Background: an optimization exercise with open tools, aiming at small area, a short achievable clock period and few clock cycles per item. Do not read the settings as production practice.
RTL that was checked went through simulation tests only; none was proved equivalent to the original.
For runs 2 to 4, only the layout was checked, not whether the RTL still works.
Power is estimated from default activity; no workload was simulated.

--- flow/config.mk ---
export PLATFORM = sky130hd
export DESIGN_NAME = SME
export DESIGN_NICKNAME = SME
export VERILOG_FILES = /design/flow/design.v
export SDC_FILE = /design/flow/constraint.sdc
export NUM_CORES = 4
export LEC_CHECK = 0
export CAP_MARGIN = 20
export CORE_MARGIN = 2
export CORE_UTILIZATION = 50
export CTS_CLUSTER_DIAMETER = 90
export CTS_CLUSTER_SIZE = 36
export SETUP_SLACK_MARGIN = 3.8
export SLEW_MARGIN = 20
--- flow/design.v ---
module SME(clk,reset,chardata,isstring,ispattern,valid,match,match_index);
input clk;
input reset;
input [7:0] chardata;
input isstring;
input ispattern;
output match;
output [4:0] match_index;
output valid;
localparam [6:0] HAT    = 7'h5E ;  
localparam [6:0] DOLLAR = 7'h24 ;  
localparam [6:0] POINT  = 7'h2E ;  
localparam [6:0] STAR   = 7'h2A ;  
localparam [6:0] SPACE  = 7'h20 ;  
reg  [6:0] str_B_rf [0:31];
reg  [5:0] str_length_cnt;
reg        isstring_d, ispattern_d;
reg [33:0] F;
reg  [4:0] off;
reg        star_seen;
reg        star_d;          
reg  [4:0] star_fs;         
reg  [4:0] star_off;        
reg        valid_r, match_r;
reg  [4:0] match_index_r;
wire [6:0] c = chardata[6:0];
wire c_hat    = c == HAT;
wire c_dollar = c == DOLLAR;
wire c_star   = c == STAR;
wire c_point  = c == POINT;
wire first    = ispattern & ~ispattern_d;
wire [31:0] inS;      
wire [31:0] sp;       
wire [31:0] eqc;      
genvar j;
generate
for (j = 0; j < 32; j = j + 1) begin: POS
    assign inS[j] = str_length_cnt > 31 - j;
    assign sp[j]  = str_B_rf[j] == SPACE;
    assign eqc[j] = str_B_rf[j] == c;
end
endgenerate
wire [31:0] start = inS & ~{inS[30:0], 1'b0};
wire [32:0] pre [0:6];
assign pre[0] = F[32:0];
genvar l;
generate
for (l = 0; l < 6; l = l + 1) begin: PRE
    for (j = 0; j < 33; j = j + 1) begin: B
        if ((j >> l) & 1)
            assign pre[l+1][j] = pre[l][j] | pre[l][((j >> l) << l) - 1];
        else
            assign pre[l+1][j] = pre[l][j];
    end
end
endgenerate
wire [31:0] Fin = first ? inS : F[31:0];
wire [33:0] F_hat  = {2'b00, inS & sp, 1'b0} | {2'b00, start};
wire [33:0] F_dol  = {F[32], F[31:0] & sp, 1'b0};
wire [33:0] F_star = first ? {2'b01, inS} : {1'b0, pre[6]};
wire [33:0] F_pt   = {1'b0, Fin, 1'b0};
wire [33:0] F_fix  = ({34{c_hat}} & F_hat) | ({34{c_dollar}} & F_dol) |
                     ({34{c_star}} & F_star) | ({34{c_point}} & F_pt);
wire [33:0] F_lit  = {1'b0, Fin & eqc, 1'b0};
wire star_mode = star_seen & ~star_d;
wire [4:0]  off_p1 = off + 5'd1;     
wire [4:0]  star_idx = star_fs + star_off;
wire [33:0] Fe = F & {34{~star_mode}};
wire [4:0]  oe = star_mode ? star_idx : star_d ? off_p1 : off;
reg [4:0] fs;
integer k;
always @(*) begin
    fs = 5'd0;
    for (k = 33; k >= 0; k = k - 1)
        if (Fe[k]) fs = k[4:0];
end
wire [4:0] gen = fs & oe;
wire [4:0] prp = fs ^ oe;
wire [4:0] cry;
assign cry[0] = 1'b0;
assign cry[1] = gen[0];
assign cry[2] = gen[1] | prp[1] & gen[0];
assign cry[3] = gen[2] | prp[2] & gen[1] | prp[2] & prp[1] & gen[0];
assign cry[4] = gen[3] | prp[3] & gen[2] | prp[3] & prp[2] & gen[1] |
                prp[3] & prp[2] & prp[1] & gen[0];
wire [4:0] fs_idx = prp ^ cry;
wire [4:0] len5   = str_length_cnt[4:0];
wire [4:0] len_m1 = len5 - 5'd1;
wire [4:0] off_m1 = off - 5'd1;
integer i;
always @(posedge clk)
begin: STR_RF
    if(isstring)
    begin
        for (i = 0; i < 31; i = i + 1)
            str_B_rf[i] <= str_B_rf[i+1];
        str_B_rf[31] <= c;
    end
end
always @(posedge clk)
begin: LEN_CNT
    if(isstring)
        str_length_cnt <= isstring_d ? str_length_cnt + 6'd1 : 6'd1;
end
always @(posedge clk or posedge reset)
begin: FLAGS
    if(reset)
    begin
        isstring_d  <= 1'b0;
        ispattern_d <= 1'b0;
        valid_r     <= 1'b0;
        match_r     <= 1'b0;
    end
    else
    begin
        isstring_d  <= isstring;
        ispattern_d <= ispattern;
        valid_r     <= ispattern_d & ~ispattern;
        match_r     <= ispattern_d & ~ispattern & (|F);
    end
end
always @(posedge clk)
begin: MATCH
    F <= F_fix | F_lit;
    off <= first ? (c_hat ? len5 : len_m1) : off_m1;
    star_seen <= (first ? 1'b0 : star_seen) | c_star;
    star_d    <= ispattern & c_star;
    if(star_d)
    begin
        star_fs  <= fs;
        star_off <= off_p1;      
    end
    match_index_r <= fs_idx;
end
assign valid       = valid_r;
assign match       = match_r;
assign match_index = match_index_r;
endmodule
--- flow/run.sh ---
#!/bin/bash
# synth_recipe.tcl (not shown) runs the flow's synth.tcl, then flattens the netlist and writes it again
# the make line also repeats each setting of config.mk as NAME=value (left out here)
make -C /OpenROAD-flow-scripts/flow DESIGN_CONFIG=/design/flow/config.mk WORK_HOME=/design/flow/orfs CLKGATE_MAP_FILE= SYNTH_SCRIPT=/design/flow/synth_recipe.tcl finish
--- flow/constraint.sdc ---
create_clock -name core_clock -period 6.5 [get_ports {clk}]
set_input_delay 1.3000 -clock core_clock [delete_from_list [all_inputs] [get_ports {clk}]]
set_output_delay 1.3000 -clock core_clock [all_outputs]
set_load 0.01 [all_outputs]
==> flow_metrics.env, run 1 <==
export IMPL_status="timing/DRC/antenna clean"
export IMPL_arrival_ns=3.08
export IMPL_clkPwrFrac_pct=28.3
export IMPL_crit_path_end_kind="flip-flop"
export IMPL_multi_input_area_mm2=0.006178
export IMPL_cts_hold_buf=0
export IMPL_insertion_delay_ns=0.51
export IMPL_vias=9894
export IMPL_drtIter0Drc=978
export IMPL_cp_max_fo=21
export IMPL_dpl_cell_area_mm2=0.01514
export IMPL_final_antenna_net_count=0
export IMPL_setup_viol=0
export IMPL_hold_class="reg -> reg"
export IMPL_drc=0
export IMPL_fill_cells=2385
export IMPL_die_h_um=175.3
export IMPL_layout_drive_gt1_share_pct=8.381
export IMPL_gr_usage_met3_pct=2.554
export IMPL_dr_pass1_iters=5
export IMPL_num_rows=62
export IMPL_final_util_pct=54.93
export IMPL_die_area_mm2=0.03073
export IMPL_leakage_nw=5.206
export IMPL_post_route_min_period_ns=2.697
export IMPL_grt_pass1_wl_um=54480
export IMPL_switching_share_pct=26.98
export IMPL_numCtsBuffers=15
export IMPL_tritoncts="built"
export IMPL_nets=1248
export IMPL_die_w_um=175.3
export IMPL_ys_warn_count=2
export IMPL_overflow=0
export IMPL_cts_buffer_depth=3
export IMPL_grt_start_max_net_pins=137
export IMPL_globalplace_congestion=0.8951
export IMPL_dp_hpwl_um=22710
export IMPL_clock_sinks=290
export IMPL_rsz0062_at_grt="yes"
export IMPL_met2_usage_pct=35.06
export IMPL_p_seq_share_pct=58.2
export IMPL_syn_inst=1236
export IMPL_crit_type="in -> reg"
export IMPL_clock_skew_ns=0.01797
export IMPL_drv_cap=0
export IMPL_power_internal_mw=2.841
export IMPL_fmax_mhz=370.8
export IMPL_met1_usage_pct=34.43
export IMPL_synthFlopType="edfxtp_1"
export IMPL_cp_start_kind="input port"
export IMPL_peakVddDrop_mv=0.1404
export IMPL_finish_instance_area_mm2=0.01581
export IMPL_ys_ff_latch=290
export IMPL_via_per_inst=6.134
export IMPL_wl_um=34690
export IMPL_cellPowerDensity_mw_per_mm2=246.1
export IMPL_cts_root_buf="clkbuf_16"
export IMPL_comb_power_share_pct=13.5
export IMPL_final_setup_tns_ns=0
export IMPL_grt_use_total_pct=22.55
export IMPL_timing_final_hold_violations=0
export IMPL_wl_per_cell_um=21.51
export IMPL_antenna_found_initial=0
export IMPL_ios=19
export IMPL_syn2layout_area_growth_pct=7.743
export IMPL_ys_seq_area_share_pct=56.08
export IMPL_port_buffers=17
export IMPL_switching_power_mw=1.050
export IMPL_max_slew_margin_pct=46.40
export IMPL_syn_avg_cell_area_um2=11.87
export IMPL_syn_cell_area_mm2=0.01467
export IMPL_grt_busiest_layer="met2"
export IMPL_synthesis_nets=1263
export IMPL_antenna_cells=0
export IMPL_ctsHtreeMaxLevel=1
export IMPL_min_period_over_period_pct=41.49
export IMPL_worst_slew_pin_slew_ns=0.8040
export IMPL_grt_pass1_vias=9602
export IMPL_maxSlewViolCount=0
export IMPL_initial_core_util_pct=50.98
export IMPL_required_ns=6.88
export IMPL_design_core_area_mm2=0.02878
export IMPL_async_flop_share_pct=1.379
export IMPL_clkTransAtPathRegs_ns=0.12
export IMPL_synth_distinct_cells=65
export IMPL_regArea_mm2=0.008235
export IMPL_synth_edf_count=240
final cells by class:
cell class                      instances  area share, %
Tap cell                              384          3.039
Inverter                               18         0.4590
Sequential cell                       290          52.09
Multi-Input combinational cell        860          39.08
Clock buffer                           17          2.422
Clock inverter                          8         0.6173
Timing Repair Buffer                   36          2.287
synth_stat cells (5+ instances only):
| library cell | n | area [um^2] |
|---|---|---|
| a41oi_1 | 13 | 113.9 |
| a21o_1 | 5 | 37.54 |
| xor2_1 | 114 | 998.5 |
| a211oi_1 | 6 | 45.04 |
| xnor2_1 | 134 | 1174 |
| clkbuf_8 | 6 | 82.58 |
| o311ai_0 | 6 | 52.55 |
| a32oi_1 | 6 | 52.55 |
| o221ai_1 | 21 | 183.9 |
| nor3_1 | 29 | 145.1 |
| buf_2 | 15 | 75.07 |
| or3_1 | 6 | 37.54 |
| mux2i_1 | 15 | 150.1 |
| clkbuf_1 | 40 | 150.1 |
| o211ai_1 | 21 | 157.7 |
| dfxtp_1 | 46 | 920.9 |
| buf_1 | 7 | 26.28 |
| o21ai_0 | 46 | 230.2 |
| a31oi_1 | 9 | 56.30 |
| nor4b_1 | 12 | 105.1 |
| nand3_1 | 37 | 185.2 |
| and2_1 | 8 | 50.05 |
| nand2_1 | 75 | 281.5 |
| nor2b_1 | 7 | 43.79 |
| inv_1 | 18 | 67.56 |
| nor2_1 | 47 | 176.4 |
| nand2b_1 | 11 | 68.82 |
| ha_1 | 14 | 175.2 |
| o22ai_1 | 8 | 50.05 |
| edfxtp_1 | 240 | 7207 |
| nor4_1 | 59 | 369.1 |
| nand4_1 | 27 | 168.9 |
| or4b_2 | 21 | 210.2 |
| a21oi_1 | 54 | 270.3 |
power by group through the flow:
stage          registers [mW]  clock network (mW)  logic [mW]
6_report                 2.26                1.10       0.525
5_1_grt                  2.28                1.18       0.579
4_1_cts                  2.26                1.13       0.522
3_5_place_dp             2.30                   0       0.512
3_3_place_gp             2.30                   0       0.508
2_1_floorplan            2.27                   0       0.374
layout by cell type (no fill, tap or decap), types with 13 or more instances in the layout:
master and count:
xor2_1 114, nor2_1 45, clkbuf_16 15, o211ai_1 21
inv_1 17, nand3_1 37, dfxtp_1 42, o21ai_0 33
a41oi_1 13, o221ai_1 21, edfxtp_1 240, nand2_1 75
nand4_1 27, xnor2_1 134, or4b_2 21, nor3_1 28
a21oi_1 54, nor4_1 57, mux2i_1 15, o21ai_1 14
repair_timing:
item                                    CTS  global route
endpoints found under the setup margin   44            11
pin swaps                                 1             3
gates cloned                              1             0
setup buffers                             2             1
resized for setup                        24            18
flip-flops by register name (all words and copies together) (netlist names):
name / cells
F: 34
ispattern_d: 1
isstring_d: 1
match_index_r: 5
match_r: 1
off: 5
star_d: 1
star_fs: 5
star_off: 5
star_seen: 1
str_B_rf: 224
str_length_cnt: 6
valid_r: 1
critical path: stages:
cell and delay, ns:
buf_2 0.11, nand3b_1 0.41, nor4_4 0.41, buf_6 0.29
nor2_1 0.09, xnor2_1 0.33, a21oi_1 0.12
through the flow:
stage | setup WS [ns] | total power [mW] | hold slack [ns] | std cells
after CTS | 3.810 | 3.915 | 0.4910 | 1612
after global placement | 2.622 | 2.809 | 0.4745 | 1584
final | 3.803 | 3.891 | 0.4944 | 1613
after floorplan | 3.719 | 2.642 | 0.4395 | 1236
after global routing | 3.724 | 4.043 | 0.5152 | 1613
after detailed placement | 2.587 | 2.814 | 0.4761 | 1584
worst paths after layout:
| path | start | depth (start not counted) | slack, ns | endpoint |
|---|---|---|---|---|
| worst max-delay path | chardata[0] | 7 | 3.80 | off[4] |
| worst min-delay path | str_B_rf[30][3] | 0 | 0.49 | str_B_rf[29][3] |
| worst max register to register | F[26] | 12 | 3.85 | match_index_r[4] |
| worst min register to register | str_B_rf[30][3] | 0 | 0.49 | str_B_rf[29][3] |
| max in group asynchronous | reset | 2 | 5.39 | ispattern_d |
| min in group asynchronous | reset | 2 | 0.95 | valid_r |
kinds of logic (layout without fill, tap and decap cells):
logic type / count (synthesis) / count (layout) / share of synthesized area, %
buf+inv: 87 / 79 / 2.788
compound gates: 222 / 222 / 10.08
simple gates: 359 / 360 / 13.90
flops: 290 / 290 / 56.08
mux: 15 / 15 / 1.023
fa+ha+maj: 15 / 15 / 1.330
xor+xnor: 248 / 248 / 14.80
per-layer routing:
metal,vias to the layer above,wire [um]
li1,4642,-
met4,0,554
met2,299,15600
met3,34,2016
met5,-,0
met1,4919,16520
Testbench counts, summed over its fixed seeds: cycles 12,373, items 1,114.
==> run 2, diff against run 1 <==
--- a/flow/design.v
+++ b/flow/design.v
@@ -18,7 +18,7 @@
 reg [33:0] F;
-reg  [4:0] off;
+reg  [8:0] gany;
+reg  [4:0] off;           
 reg        star_seen;
 reg        star_d;          
-reg  [4:0] star_fs;         
-reg  [4:0] star_off;        
+reg  [4:0] star_idx;
 reg        valid_r, match_r;
@@ -64,16 +64,29 @@
 wire [33:0] F_lit  = {1'b0, Fin & eqc, 1'b0};
-wire star_mode = star_seen & ~star_d;
-wire [4:0]  off_p1 = off + 5'd1;     
-wire [4:0]  star_idx = star_fs + star_off;
-wire [33:0] Fe = F & {34{~star_mode}};
-wire [4:0]  oe = star_mode ? star_idx : star_d ? off_p1 : off;
+wire [33:0] F_next = F_fix | F_lit;
+wire [35:0] Fn_g = {2'b00, F_next};
+wire [35:0] Fg = {2'b00, F};
+wire [8:0] gfirst;               
+wire [1:0] gb [0:8];             
+genvar g;
+generate
+for (g = 0; g < 9; g = g + 1) begin: GRP
+    if (g == 0) begin: G0
+        assign gfirst[g] = gany[g];
+    end else begin: GN
+        assign gfirst[g] = gany[g] & ~|gany[g-1:0];
+    end
+    assign gb[g] = Fg[4*g]   ? 2'd0 :
+                   Fg[4*g+1] ? 2'd1 :
+                   Fg[4*g+2] ? 2'd2 : 2'd3;
+end
+endgenerate
 reg [4:0] fs;
-integer k;
+integer gi;
 always @(*) begin
     fs = 5'd0;
-    for (k = 33; k >= 0; k = k - 1)
-        if (Fe[k]) fs = k[4:0];
+    for (gi = 0; gi < 9; gi = gi + 1)
+        fs = fs | ({5{gfirst[gi]}} & {gi[2:0], gb[gi]});
 end
-wire [4:0] gen = fs & oe;
-wire [4:0] prp = fs ^ oe;
+wire [4:0] gen = fs & off;
+wire [4:0] prp = fs ^ off;
 wire [4:0] cry;
@@ -89,2 +102,3 @@
 wire [4:0] off_m1 = off - 5'd1;
+wire       c_cnt  = ~c_hat & ~c_star;
 integer i;
@@ -123,4 +137,6 @@
 begin: MATCH
-    F <= F_fix | F_lit;
-    off <= first ? (c_hat ? len5 : len_m1) : off_m1;
+    F <= F_next;
+    for (i = 0; i < 9; i = i + 1)
+        gany[i] <= |Fn_g[4*i +: 4];
+    off <= first ? (c_cnt ? len_m1 : len5) : (c_cnt ? off_m1 : off);
     star_seen <= (first ? 1'b0 : star_seen) | c_star;
@@ -128,7 +144,4 @@
     if(star_d)
-    begin
-        star_fs  <= fs;
-        star_off <= off_p1;      
-    end
-    match_index_r <= fs_idx;
+        star_idx <= fs_idx;
+    match_index_r <= (star_seen & ~star_d) ? star_idx : fs_idx;
 end
--- a/flow/config.mk
+++ b/flow/config.mk
@@ -9,5 +9,3 @@
 export CORE_MARGIN = 2
-export CORE_UTILIZATION = 50
-export CTS_CLUSTER_DIAMETER = 90
-export CTS_CLUSTER_SIZE = 36
+export CORE_UTILIZATION = 40
 export SETUP_SLACK_MARGIN = 3.8
==> run 2 against run 1 <==
Compared with the run above: still clean; sequential share of layout area down 7.1 points; clock skew down 0.0033 ns; global-route usage down 0.63 points; worst setup slack worse by 0.12 ns; cell area up 17%; via count up 11%; worst hold slack worse by 0.039 ns; utilization down 4.3 points; clock power up 68%; critical path depth up 1; critical path type unchanged.
==> flow_metrics.env, run 2 <==
export IMPL_leakage_nw=6.481
export IMPL_synthTopCellsByCount="240 x edfxtp_1, 123 x xor2_1, 117 x xnor2_1"
export IMPL_clkTransAtPathRegs_ns=0.06
export IMPL_final_common_cell="edfxtp_1"
export IMPL_ys_top_cells_by_area="edfxtp_1 49%, xor2_1 7.3%, xnor2_1 7.0%"
export IMPL_grt_use_total_pct=21.92
export IMPL_syn2layout_area_growth_pct=25.24
export IMPL_clock_sinks=294
export IMPL_ys_warn_count=2
export IMPL_regArea_mm2=0.008308
export IMPL_cp_start_kind="input port"
export IMPL_arrival_ns=3.20
export IMPL_switching_power_mw=1.225
export IMPL_final_setup_worst_slack_ns=3.684
export IMPL_syn_cell_area_mm2=0.01474
export IMPL_die_h_um=196.0
export IMPL_clock_skew_ns=0.01469
export IMPL_numCtsBuffers=34
export IMPL_drv_cap=0
export IMPL_wl_per_cell_um=23.73
export IMPL_synth_top_area_share_pct=48.90
export IMPL_maxSlewViolCount=0
export IMPL_vias=10990
export IMPL_tritoncts="built"
export IMPL_crit_path_end_kind="flip-flop"
export IMPL_via_per_inst=6.022
export IMPL_grt_pass1_vias=10790
export IMPL_total_power_mw=4.804
export IMPL_rsz0062_at_grt="yes"
export IMPL_synthFlopType="edfxtp_1"
export IMPL_yosysMostFrequentCell="edfxtp_1"
export IMPL_fmax_mhz=355.1
export IMPL_synth_edf_count=240
export IMPL_min_period_over_period_pct=43.32
export IMPL_multi_input_area_mm2=0.006645
export IMPL_timing_final_hold_violations=0
export IMPL_async_flop_share_pct=1.361
export IMPL_dp_slack_ns=2.065
export IMPL_ys_ff_latch=294
export IMPL_worst_slew_pin_slew_ns=0.8298
export IMPL_drc=0
export IMPL_clkPwrFrac_pct=38.4
export IMPL_reg2reg_slack_ns=3.76
export IMPL_p_seq_share_pct=47.6
export IMPL_synthesis_nets=1238
export IMPL_hold_class="reg -> reg"
export IMPL_final_antenna_net_count=0
export IMPL_peakVddDrop_mv=0.1978
export IMPL_cts_root_buf="clkbuf_16"
export IMPL_die_area_mm2=0.03840
export IMPL_cp_max_fo=7
export IMPL_design_core_area_mm2=0.03643
export IMPL_power_internal_mw=3.579
export IMPL_antenna_found_initial=1
export IMPL_switching_share_pct=25.50
export IMPL_initial_core_util_pct=40.45
export IMPL_top_register="str_B_rf"
export IMPL_crit_type="in -> reg"
export IMPL_dp_hpwl_um=24370
export IMPL_max_slew_margin_pct=44.68
export IMPL_cellPowerDensity_mw_per_mm2=260.3
export IMPL_status="timing/DRC/antenna clean"
export IMPL_insertion_delay_ns=0.52
export IMPL_dr_pass1_iters=6
export IMPL_largestRegisters="str_B_rf x224, F x34, gany x9"
export IMPL_num_rows=70
export IMPL_setup_viol=0
export IMPL_comb_power_share_pct=13.9
export IMPL_die_w_um=196.0
export IMPL_drtIter0Drc=1024
export IMPL_grt_start_max_net_pins=134
export IMPL_nets=1353
export IMPL_antenna_cells=0
export IMPL_layout_drive_gt1_share_pct=23.08
export IMPL_ios=19
export IMPL_synth_area_leader_cell="edfxtp_1"
export IMPL_cts_buffer_depth=3
export IMPL_overflow=0
export IMPL_grt_pass1_wl_um=63990
export IMPL_largest_reg_flops=224
export IMPL_post_route_min_period_ns=2.816
export IMPL_ctsHtreeMaxLevel=2
export IMPL_ys_seq_area_share_pct=56.37
export IMPL_syn_avg_cell_area_um2=12.13
export IMPL_wl_um=43290
export IMPL_synth_distinct_cells=83
export IMPL_port_buffers=17
export IMPL_final_setup_tns_ns=0
export IMPL_final_cell_mix="240 x edfxtp_1, 116 x xnor2_1, 116 x xor2_1, 72 x buf_4, 53 x nor2_1"
export IMPL_required_ns=6.88
export IMPL_fill_cells=3153
export IMPL_globalplace_congestion=0.8670
export IMPL_cts_hold_buf=0
export IMPL_syn_inst=1215
[run 2: path summary, 6_finish.rpt]
kind                                    from    endpoint  cells past startpoint
max                              chardata[1]     gany[7]                      8
min                                star_seen   star_seen                      2
max reg2reg                str_length_cnt[1]     gany[2]                      8
min reg2reg                        star_seen   star_seen                      2
max in group asynchronous              reset  isstring_d                      2
min in group asynchronous              reset     valid_r                      2
[run 2: through the flow]
step / cell area (um^2) / cells / hold WS [ns] / utilization (%)
after floorplan: 15020 / 1215 / 0.4229 / -
after global placement: 15380 / 1649 / 0.4401 / 42.20
after detailed placement: 15380 / 1649 / 0.4516 / 42.20
after CTS: 17840 / 1793 / 0.4611 / 48.96
after global routing: 18460 / 1824 / 0.4767 / 50.66
final: 18460 / 1824 / 0.4556 / 50.66
[run 2: routing by layer]
layer  vias to the layer above  global-route usage (%)  part of all wire, %
met5                         -                       0                    0
met3                        97                   5.845                  9.1
met1                      5486                   30.05                   43
met2                       519                   33.54                   45
li1                       4883                       -                    -
met4                         0                   7.828                  2.9
[run 2: power groups by stage]
| stage | combinational, mW | sequential [mW] | clock [mW] |
|---|---|---|---|
| floorplan | 0.367 | 2.30 | 0 |
| global placement | 0.509 | 2.32 | 0 |
| detailed placement | 0.517 | 2.33 | 0 |
| CTS | 0.624 | 2.29 | 1.87 |
| global route | 0.718 | 2.30 | 1.94 |
| finish | 0.668 | 2.29 | 1.85 |
[run 2: worst max-delay path, stage by stage]
cell and delay (ns):
buf_16 0.10, buf_4 0.19, nor4_4 0.10, buf_6 0.17, buf_6 0.13, and3_1 0.16, or4_4 0.50, or4_4 0.54
[run 2: cell type report]
cell class,count,area share [%]
Sequential cell,294,45.01
Multi-Input combinational cell,842,36.00
Timing Repair Buffer,143,9.714
Clock buffer,46,5.199
Tap cell,468,3.172
Clock inverter,16,0.5965
Inverter,15,0.3050
[run 2: kinds of logic (layout without fill, tap and decap cells)]
family,after synthesis,after routing,share of synthesized area [%]
fa+ha+maj,11,11,0.9339
xor+xnor,240,240,14.26
compound gates,182,182,9.110
mux,11,11,0.7980
flops,294,294,56.37
simple gates,394,398,15.88
buf+inv,83,220,2.640
[run 2: what timing repair did]
item,in CTS,in global routing
gates resized for setup,111,70
pin swaps,30,37
setup buffers,69,29
setup endpoints to repair,55,20
gates cloned,13,2
==> run 3, diff against run 2 <==
--- a/flow/design.v
+++ b/flow/design.v
@@ -18,3 +18,2 @@
 reg [33:0] F;
-reg  [8:0] gany;
 reg  [4:0] off;           
@@ -56,34 +55,15 @@
 endgenerate
+wire c_ws = c_hat | c_dollar;
 wire [31:0] Fin = first ? inS : F[31:0];
-wire [33:0] F_hat  = {2'b00, inS & sp, 1'b0} | {2'b00, start};
-wire [33:0] F_dol  = {F[32], F[31:0] & sp, 1'b0};
+wire [31:0] X   = eqc | ({32{c_ws}} & sp) | {32{c_point}};
 wire [33:0] F_star = first ? {2'b01, inS} : {1'b0, pre[6]};
-wire [33:0] F_pt   = {1'b0, Fin, 1'b0};
-wire [33:0] F_fix  = ({34{c_hat}} & F_hat) | ({34{c_dollar}} & F_dol) |
-                     ({34{c_star}} & F_star) | ({34{c_point}} & F_pt);
-wire [33:0] F_lit  = {1'b0, Fin & eqc, 1'b0};
-wire [33:0] F_next = F_fix | F_lit;
-wire [35:0] Fn_g = {2'b00, F_next};
-wire [35:0] Fg = {2'b00, F};
-wire [8:0] gfirst;               
-wire [1:0] gb [0:8];             
-genvar g;
-generate
-for (g = 0; g < 9; g = g + 1) begin: GRP
-    if (g == 0) begin: G0
-        assign gfirst[g] = gany[g];
-    end else begin: GN
-        assign gfirst[g] = gany[g] & ~|gany[g-1:0];
-    end
-    assign gb[g] = Fg[4*g]   ? 2'd0 :
-                   Fg[4*g+1] ? 2'd1 :
-                   Fg[4*g+2] ? 2'd2 : 2'd3;
-end
-endgenerate
+wire [33:0] F_next = c_star ? F_star :
+                     ({c_dollar & ~first & F[32], Fin & X, 1'b0} |
+                      {2'b00, {32{c_hat}} & start});
 reg [4:0] fs;
-integer gi;
+integer k;
 always @(*) begin
     fs = 5'd0;
-    for (gi = 0; gi < 9; gi = gi + 1)
-        fs = fs | ({5{gfirst[gi]}} & {gi[2:0], gb[gi]});
+    for (k = 33; k >= 0; k = k - 1)
+        if (F[k]) fs = k[4:0];
 end
@@ -138,4 +118,2 @@
     F <= F_next;
-    for (i = 0; i < 9; i = i + 1)
-        gany[i] <= |Fn_g[4*i +: 4];
     off <= first ? (c_cnt ? len_m1 : len5) : (c_cnt ? off_m1 : off);
--- a/flow/config.mk
+++ b/flow/config.mk
@@ -10,2 +10,4 @@
 export CORE_UTILIZATION = 40
+export CTS_CLUSTER_DIAMETER = 80
+export CTS_CLUSTER_SIZE = 30
 export SETUP_SLACK_MARGIN = 3.8
==> run 3 against run 2 <==
Compared with the run above: clock power down 35%; global-route usage down 3.3 points; first-iteration DRC count decreased by 7.9%; utilization decreased by 4.1 points; wire length fell by 18%; critical path depth up 5; clock-buffer cell count fell by 24.
==> flow_metrics.env, run 3 <==
export IMPL_status="timing/DRC/antenna clean"
export IMPL_die_h_um=191.1
export IMPL_synth_edf_count=241
export IMPL_arrival_ns=3.49
export IMPL_grt_pass1_vias=9145
export IMPL_synthTopCellsByCount="241 x edfxtp_1, 131 x xnor2_1, 109 x xor2_1"
export IMPL_clock_skew_ns=0.02034
export IMPL_globalplace_congestion=0.9400
export IMPL_crit_path_end_kind="flip-flop"
export IMPL_cts_root_buf="clkbuf_16"
export IMPL_synthesis_nets=1162
export IMPL_ys_top_cells_by_area="edfxtp_1 52%, xnor2_1 8.2%, xor2_1 6.8%"
export IMPL_initial_core_util_pct=40.53
export IMPL_largest_reg_flops=224
export IMPL_switching_power_mw=1.049
export IMPL_yosysMostFrequentCell="edfxtp_1"
export IMPL_vias=9584
export IMPL_dp_hpwl_um=21530
export IMPL_nets=1190
export IMPL_hold_start="star_seen"
export IMPL_port_buffers=17
export IMPL_ctsHtreeMaxLevel=1
export IMPL_antenna_cells=0
export IMPL_cellPowerDensity_mw_per_mm2=246.5
export IMPL_required_ns=6.92
export IMPL_reg2reg_from="F[20]"
export IMPL_ys_seq_area_share_pct=58.13
export IMPL_antenna_found_initial=0
export IMPL_dr_pass1_iters=8
export IMPL_grt_pass1_wl_um=53070
export IMPL_final_cells=1633
export IMPL_hold_class="reg -> reg"
export IMPL_drtIter0Drc=943
export IMPL_via_per_inst=5.869
export IMPL_drc=0
export IMPL_layout_drive_gt1_share_pct=13.67
export IMPL_syn2layout_area_growth_pct=14.87
export IMPL_maxSlewViolCount=0
export IMPL_cp_start_kind="flip-flop"
export IMPL_tritoncts="built"
export IMPL_grt_start_max_net_pins=146
export IMPL_ios=19
export IMPL_dr_max_layer_used="met4"
export IMPL_finish_instance_area_mm2=0.01608
export IMPL_ys_ff_latch=285
export IMPL_post_route_min_period_ns=3.074
export IMPL_min_period_over_period_pct=47.30
export IMPL_overflow=0
export IMPL_drv_cap=0
export IMPL_worst_slew_pin_slew_ns=0.8694
export IMPL_crit_type="reg -> reg"
export IMPL_place_inst=1566
export IMPL_reg2reg_slack_ns=3.43
export IMPL_insertion_delay_ns=0.52
export IMPL_die_area_mm2=0.03651
export IMPL_rsz0062_at_grt="yes"
export IMPL_largestRegisters="str_B_rf x224, F x34, str_length_cnt x6"
export IMPL_async_flop_share_pct=1.404
export IMPL_ff2ff_path_depth=13
export IMPL_power_internal_mw=2.915
export IMPL_switching_share_pct=26.47
export IMPL_max_slew_margin_pct=42.04
export IMPL_die_w_um=191.1
export IMPL_route_met2_wl_um=16010
export IMPL_clkPwrFrac_pct=30.3
export IMPL_leakage_nw=5.301
export IMPL_synthFlopType="edfxtp_1"
export IMPL_top_register="str_B_rf"
export IMPL_comb_power_share_pct=13.4
export IMPL_syn_cell_area_mm2=0.01400
export IMPL_syn_avg_cell_area_um2=12.28
export IMPL_clock_sinks=285
export IMPL_design_core_area_mm2=0.03454
export IMPL_final_cell_mix="241 x edfxtp_1, 131 x xnor2_1, 109 x xor2_1, 49 x nor2_1, 44 x nand2_1"
export IMPL_synth_area_leader_cell="edfxtp_1"
export IMPL_cts_buffer_depth=3
export IMPL_fill_cells=3118
export IMPL_wl_um=35600
export IMPL_num_rows=68
export IMPL_cp_max_fo=2
export IMPL_synth_distinct_cells=73
export IMPL_fmax_mhz=325.3
export IMPL_timing_final_hold_violations=0
export IMPL_final_util_pct=46.56
export IMPL_final_common_cell="edfxtp_1"
export IMPL_clkTransAtPathRegs_ns=0.10
export IMPL_wl_per_cell_um=21.80
export IMPL_final_setup_tns_ns=0
export IMPL_numCtsBuffers=17
export IMPL_final_antenna_net_count=0
export IMPL_syn_inst=1140
export IMPL_whs_path_depth=2
export IMPL_peakVddDrop_mv=0.1366
export IMPL_wl_met1_um=16500
export IMPL_synth_top_area_share_pct=51.69
export IMPL_grt_use_total_pct=18.60
export IMPL_cp_startpoint="F[20]"
export IMPL_met3_length_um=2427
export IMPL_dpl_cell_area_mm2=0.01460
export IMPL_ys_warn_count=2
export IMPL_p_seq_share_pct=56.3
export IMPL_setup_viol=0
export IMPL_cts_hold_buf=0
[run 3: logic make-up after synthesis]
kind of cell | count (synthesis) | share of synthesized area, %
flip-flops | 285 | 58.13
AO/OA/AOI/OAI | 194 | 9.519
XOR/XNOR | 240 | 15.01
adder cells (fa/ha/maj) | 10 | 0.8937
multiplexers | 7 | 0.5719
buffers and inverters | 75 | 2.413
AND/OR/NAND/NOR | 329 | 13.46
[run 3: stage by stage]
stage	setup WS, ns	hold WS (ns)	power (mW)
global placement	2.455	0.4436	2.735
finish	3.426	0.4588	3.964
detailed placement	2.438	0.4430	2.741
floorplan	3.476	0.4229	2.573
global route	3.287	0.4924	4.105
CTS	3.390	0.4575	3.960
[run 3: area by class of cell]
type	count	area, um^2	share of cell area, %
repair buffers	70	869.6	5.407
flip-flops and latches	285	8144	50.64
clock inverters	7	96.34	0.5991
multi-input cells	780	5884	36.59
well taps	455	569.3	3.540
inverters	14	52.55	0.3268
clock buffers	22	465.4	2.894
[run 3: final timing paths]
check | to
max | match_index_r[4]
min | star_seen
max reg2reg | match_index_r[4]
min reg2reg | star_seen
max in group asynchronous | match_r
min in group asynchronous | ispattern_d
[run 3: power groups by stage]
| stage | registers [mW] | logic (mW) | clock network (mW) |
|---|---|---|---|
| 2_1_floorplan | 2.24 | 0.330 | 0 |
| 3_3_place_gp | 2.27 | 0.467 | 0 |
| 3_5_place_dp | 2.27 | 0.471 | 0 |
| 4_1_cts | 2.23 | 0.503 | 1.23 |
| 5_1_grt | 2.25 | 0.578 | 1.28 |
| 6_report | 2.23 | 0.531 | 1.20 |
[run 3: critical path: stages (launching register included)]
cell,delay (ns)
dfxtp_4,0.36
or3_4,0.36
a221o_1,0.28
a21oi_2,0.16
o221ai_2,0.13
a221o_1,0.39
a221oi_4,0.31
ha_2,0.24
a211oi_2,0.06
nor2_1,0.11
nor2_1,0.06
xnor2_1,0.17
xnor2_1,0.12
mux2_4,0.26
[run 3: timing repair]
action / in CTS / in global routing
resized for setup: 53 / 63
setup endpoints to repair: 54 / 43
buffers inserted: 8 / 24
pin swaps: 10 / 23
gates cloned: 2 / 4
[run 3: routing by layer]
layer,global-route usage (%),vias up
met1,27.44,4808
met3,2.937,53
met2,29.07,333
met5,0,-
li1,-,4390
met4,3.580,0
==> run 4, diff against run 3 <==
--- a/flow/design.v
+++ b/flow/design.v
@@ -20,4 +20,2 @@
 reg        star_seen;
-reg        star_d;          
-reg  [4:0] star_idx;
 reg        valid_r, match_r;
@@ -55,16 +53,40 @@
 endgenerate
-wire c_ws = c_hat | c_dollar;
 wire [31:0] Fin = first ? inS : F[31:0];
-wire [31:0] X   = eqc | ({32{c_ws}} & sp) | {32{c_point}};
+wire [33:0] F_hat  = {2'b00, inS & sp, 1'b0} | {2'b00, start};
+wire [33:0] F_dol  = {F[32], F[31:0] & sp, 1'b0};
 wire [33:0] F_star = first ? {2'b01, inS} : {1'b0, pre[6]};
-wire [33:0] F_next = c_star ? F_star :
-                     ({c_dollar & ~first & F[32], Fin & X, 1'b0} |
-                      {2'b00, {32{c_hat}} & start});
-reg [4:0] fs;
-integer k;
-always @(*) begin
-    fs = 5'd0;
-    for (k = 33; k >= 0; k = k - 1)
-        if (F[k]) fs = k[4:0];
+wire [33:0] F_pt   = {1'b0, Fin, 1'b0};
+wire [33:0] F_fix  = ({34{c_hat}} & F_hat) | ({34{c_dollar}} & F_dol) |
+                     ({34{c_star}} & F_star) | ({34{c_point}} & F_pt);
+wire [33:0] F_lit  = {1'b0, Fin & eqc, 1'b0};
+wire [63:0] Fx = {30'd0, F};
+genvar g;
+wire        a1 [0:31]; wire [0:0] i1 [0:31];
+wire        a2 [0:15]; wire [1:0] i2 [0:15];
+wire        a3 [0:7];  wire [2:0] i3 [0:7];
+wire        a4 [0:3];  wire [3:0] i4 [0:3];
+wire        a5 [0:1];  wire [4:0] i5 [0:1];
+generate
+for (g = 0; g < 32; g = g + 1) begin: L1
+    assign a1[g] = Fx[2*g] | Fx[2*g+1];
+    assign i1[g] = ~Fx[2*g];
 end
+for (g = 0; g < 16; g = g + 1) begin: L2
+    assign a2[g] = a1[2*g] | a1[2*g+1];
+    assign i2[g] = a1[2*g] ? {1'b0, i1[2*g]} : {1'b1, i1[2*g+1]};
+end
+for (g = 0; g < 8; g = g + 1) begin: L3
+    assign a3[g] = a2[2*g] | a2[2*g+1];
+    assign i3[g] = a2[2*g] ? {1'b0, i2[2*g]} : {1'b1, i2[2*g+1]};
+end
+for (g = 0; g < 4; g = g + 1) begin: L4
+    assign a4[g] = a3[2*g] | a3[2*g+1];
+    assign i4[g] = a3[2*g] ? {1'b0, i3[2*g]} : {1'b1, i3[2*g+1]};
+end
+for (g = 0; g < 2; g = g + 1) begin: L5
+    assign a5[g] = a4[2*g] | a4[2*g+1];
+    assign i5[g] = a4[2*g] ? {1'b0, i4[2*g]} : {1'b1, i4[2*g+1]};
+end
+endgenerate
+wire [4:0] fs = a5[0] ? i5[0] : i5[1];
 wire [4:0] gen = fs & off;
@@ -117,9 +139,9 @@
 begin: MATCH
-    F <= F_next;
+    F <= F_fix | F_lit;
     off <= first ? (c_cnt ? len_m1 : len5) : (c_cnt ? off_m1 : off);
     star_seen <= (first ? 1'b0 : star_seen) | c_star;
-    star_d    <= ispattern & c_star;
-    if(star_d)
-        star_idx <= fs_idx;
-    match_index_r <= (star_seen & ~star_d) ? star_idx : fs_idx;
+    if(first)
+        match_index_r <= 5'd0;
+    else if(!star_seen)
+        match_index_r <= fs_idx;
 end
--- a/flow/config.mk
+++ b/flow/config.mk
@@ -7,2 +7,3 @@
 export LEC_CHECK = 0
+export ABC_CLOCK_PERIOD_IN_PS = 2700
 export CAP_MARGIN = 20
@@ -10,4 +11,2 @@
 export CORE_UTILIZATION = 40
-export CTS_CLUSTER_DIAMETER = 80
-export CTS_CLUSTER_SIZE = 30
 export SETUP_SLACK_MARGIN = 3.8
==> run 4 against run 3 <==
Compared with the run above: sequential share of layout area is 1.3 points lower; maximum frequency up 8.5%; sequential power hardly changed; critical path type unchanged; critical endpoint is now match_index_r[4]; largest power group unchanged.
==> flow_metrics.env, run 4 <==
export IMPL_grt_pass1_wl_um=56270
export IMPL_insertion_delay_ns=0.58
export IMPL_setup_viol=0
export IMPL_arrival_ns=3.33
export IMPL_nets=1224
export IMPL_syn_inst=1187
export IMPL_async_flop_share_pct=1.434
export IMPL_grt_use_total_pct=19.50
export IMPL_crit_type="reg -> reg"
export IMPL_syn_avg_cell_area_um2=12.00
export IMPL_port_buffers=17
export IMPL_ctsHtreeMaxLevel=1
export IMPL_ys_warn_count=2
export IMPL_globalplace_congestion=0.8496
export IMPL_top_register="str_B_rf"
export IMPL_ys_ff_latch=279
export IMPL_largest_reg_flops=224
export IMPL_final_common_cell="edfxtp_1"
export IMPL_via_per_inst=5.920
export IMPL_design_core_area_mm2=0.03531
export IMPL_leakage_nw=5.350
export IMPL_drtIter0Drc=794
export IMPL_synth_distinct_cells=72
export IMPL_syn2layout_area_growth_pct=13.21
export IMPL_synthesis_nets=1211
export IMPL_drv_cap=0
export IMPL_synth_top_area_share_pct=49.52
export IMPL_wl_um=35810
export IMPL_drc=0
export IMPL_die_area_mm2=0.03715
export IMPL_grt_start_max_net_pins=109
export IMPL_clock_sinks=279
export IMPL_whs_path_depth=2
export IMPL_min_to="match_index_r[1]"
export IMPL_ys_top_cells_by_area="edfxtp_1 50%, xnor2_1 7.9%, xor2_1 6.7%"
export IMPL_worst_slew_pin_slew_ns=0.8859
export IMPL_hold_start="match_index_r[1]"
export IMPL_die_h_um=192.7
export IMPL_cts_hold_buf=0
export IMPL_synth_edf_count=235
export IMPL_die_w_um=192.7
export IMPL_reg2reg_slack_ns=3.67
export IMPL_reg2reg_to="match_index_r[4]"
export IMPL_cts_root_buf="clkbuf_16"
export IMPL_largestRegisters="str_B_rf x224, F x34, str_length_cnt x6"
export IMPL_max_slew_margin_pct=40.67
export IMPL_numCtsBuffers=30
export IMPL_cts_buffer_depth=3
export IMPL_cellPowerDensity_mw_per_mm2=279.3
export IMPL_status="timing/DRC/antenna clean"
export IMPL_dr_pass1_iters=7
export IMPL_layout_drive_gt1_share_pct=12.59
export IMPL_fmax_mhz=352.8
export IMPL_ys_seq_area_share_pct=55.84
export IMPL_antenna_cells=0
export IMPL_rsz0062_at_grt="yes"
export IMPL_tritoncts="built"
export IMPL_synth_area_leader_cell="edfxtp_1"
export IMPL_initial_core_util_pct=40.36
export IMPL_maxSlewViolCount=0
export IMPL_peakVddDrop_mv=0.2361
export IMPL_final_antenna_net_count=0
export IMPL_wl_per_cell_um=21.26
export IMPL_clock_skew_ns=0.02500
export IMPL_final_cell_mix="235 x edfxtp_1, 128 x xnor2_1, 109 x xor2_1, 60 x nand2_1"
export IMPL_syn_cell_area_mm2=0.01425
export IMPL_ios=19
export IMPL_reg2reg_from="F[3]"
export IMPL_post_route_min_period_ns=2.834
export IMPL_synthFlopType="edfxtp_1"
export IMPL_total_power_mw=4.507
export IMPL_min_period_over_period_pct=43.60
export IMPL_vias=9969
export IMPL_clkTransAtPathRegs_ns=0.06
export IMPL_overflow=0
export IMPL_hold_ws_ns=0.4874
export IMPL_dp_hpwl_um=22720
export IMPL_cp_start_kind="flip-flop"
export IMPL_hold_class="reg -> reg"
export IMPL_antenna_found_initial=0
export IMPL_cp_max_fo=5
export IMPL_num_rows=69
export IMPL_final_setup_tns_ns=0
export IMPL_timing_final_hold_violations=0
export IMPL_synthTopCellsByCount="235 x edfxtp_1, 128 x xnor2_1, 109 x xor2_1"
export IMPL_ff2ff_path_depth=11
export IMPL_required_ns=6.99
export IMPL_yosysMostFrequentCell="edfxtp_1"
export IMPL_crit_path_end_kind="flip-flop"
export IMPL_grt_pass1_vias=9662
-- run 4: cell type report --
type / instances / area [um^2]
Inverter: 15 / 56.30
Fill cell: 3211 / 19180
Clock buffer: 39 / 804.5
Tap cell: 461 / 576.8
Sequential cell: 279 / 7965
Clock inverter: 16 / 202.7
Multi-Input combinational cell: 824 / 6077
Timing Repair Buffer: 50 / 450.4
-- run 4: cells by family after synthesis --
kind of cell	Yosys count	share of synthesized area [%]
simple gates	371	15.55
mux	10	0.7112
xor+xnor	237	14.57
compound gates	193	9.500
buf+inv	85	2.722
fa+ha+maj	12	1.106
flops	279	55.84
-- run 4: timing repair --
item	CTS	global route
cloned	1	0
setup buffers	15	5
endpoints found under the setup margin	50	39
pin swaps	11	8
resized for setup	39	30
-- run 4: power breakdown --
part / internal (mW) / switching, mW
combinational: 0.247 / 0.308
sequential: 2.08 / 0.121
clock: 1.03 / 0.719
-- run 4: worst max path at each step --
stage	cells past startpoint	end	slack (ns)	startpoint
3_3_place_gp	6	F[12]	2.58	chardata[2]
6_report	11	match_index_r[4]	3.67	F[3]
5_1_grt	11	match_index_r[4]	3.52	F[20]
2_1_floorplan	8	F[25]	3.77	chardata[3]
4_1_cts	11	match_index_r[4]	3.59	F[3]
3_5_place_dp	6	F[12]	2.59	chardata[2]
-- run 4: per-layer routing --
metal	wire, um	GRT usage [%]	up-vias
li1	-	-	4559
met5	0	0	-
met4	809	5.109	0
met2	16500	30.52	340
met1	16360	27.62	5004
met3	2134	3.819	66
-- run 4: worst max-delay path, cell delays in order, from the launching register on --
cell and delay [ns]:
dfxtp_2 0.35, or4_4 0.57, nor4_4 0.24, a22o_1 0.22, o311ai_1 0.13, nand3_2 0.14
ha_4 0.22, a211oi_2 0.18, o21bai_1 0.10, xor2_1 0.15, or3_1 0.30, a31oi_1 0.15
-- run 4: metrics by stage --
stage	instance area [um^2]	utilization [%]	setup slack, ns	std cells
CTS	15990	45.29	3.590	1679
global route	16130	45.69	3.522	1684
finish	16130	45.69	3.666	1684
floorplan	14310	-	3.775	1187
global placement	14760	41.80	2.583	1608
detailed placement	14760	41.80	2.589	1608

## what the ideal ports hide
The results above use ideal ports. As a check the final layouts listed here were re-extracted and re-timed, cells and wires unchanged. Step 1 (the two cells are an assumption about what drives the block):
set clk [get_ports {clk}]
set_driving_cell -lib_cell sky130_fd_sc_hd__clkbuf_16 $clk
set_driving_cell -lib_cell sky130_fd_sc_hd__buf_2 [delete_from_list [all_inputs] $clk]
Step 2 adds t to the input delays and takes it off the output delays; t is the mean of the earliest and latest rising clock arrival at the registers after step 1. Input paths then give back, and output paths get back, about the clock's delay inside the block. a / b / c = ideal ports / drivers / drivers and shift; a / b = the first two.
run	t, ns	setup slack, ns	worst hold slack (ns)	worst data-port slew with drivers (ns)
run 1	0.559	3.803 / 3.787 / 3.269	0.494 / 0.494 / 0.494	0.04
run 2	0.563	3.684 / 3.589 / 3.026	0.456 / 0.456 / 0.456	0.20
run 3	0.568	3.426 / 3.426 / 3.119	0.459 / 0.459 / 0.459	0.21
run 4	0.620	3.666 / 3.666 / 3.290	0.487 / 0.487 / 0.487	0.03
After both steps every run listed still meets setup and hold. For run 2, which loses most, drivers alone change the setup slack by -0.095 ns; drivers and shift together by -0.658 ns.
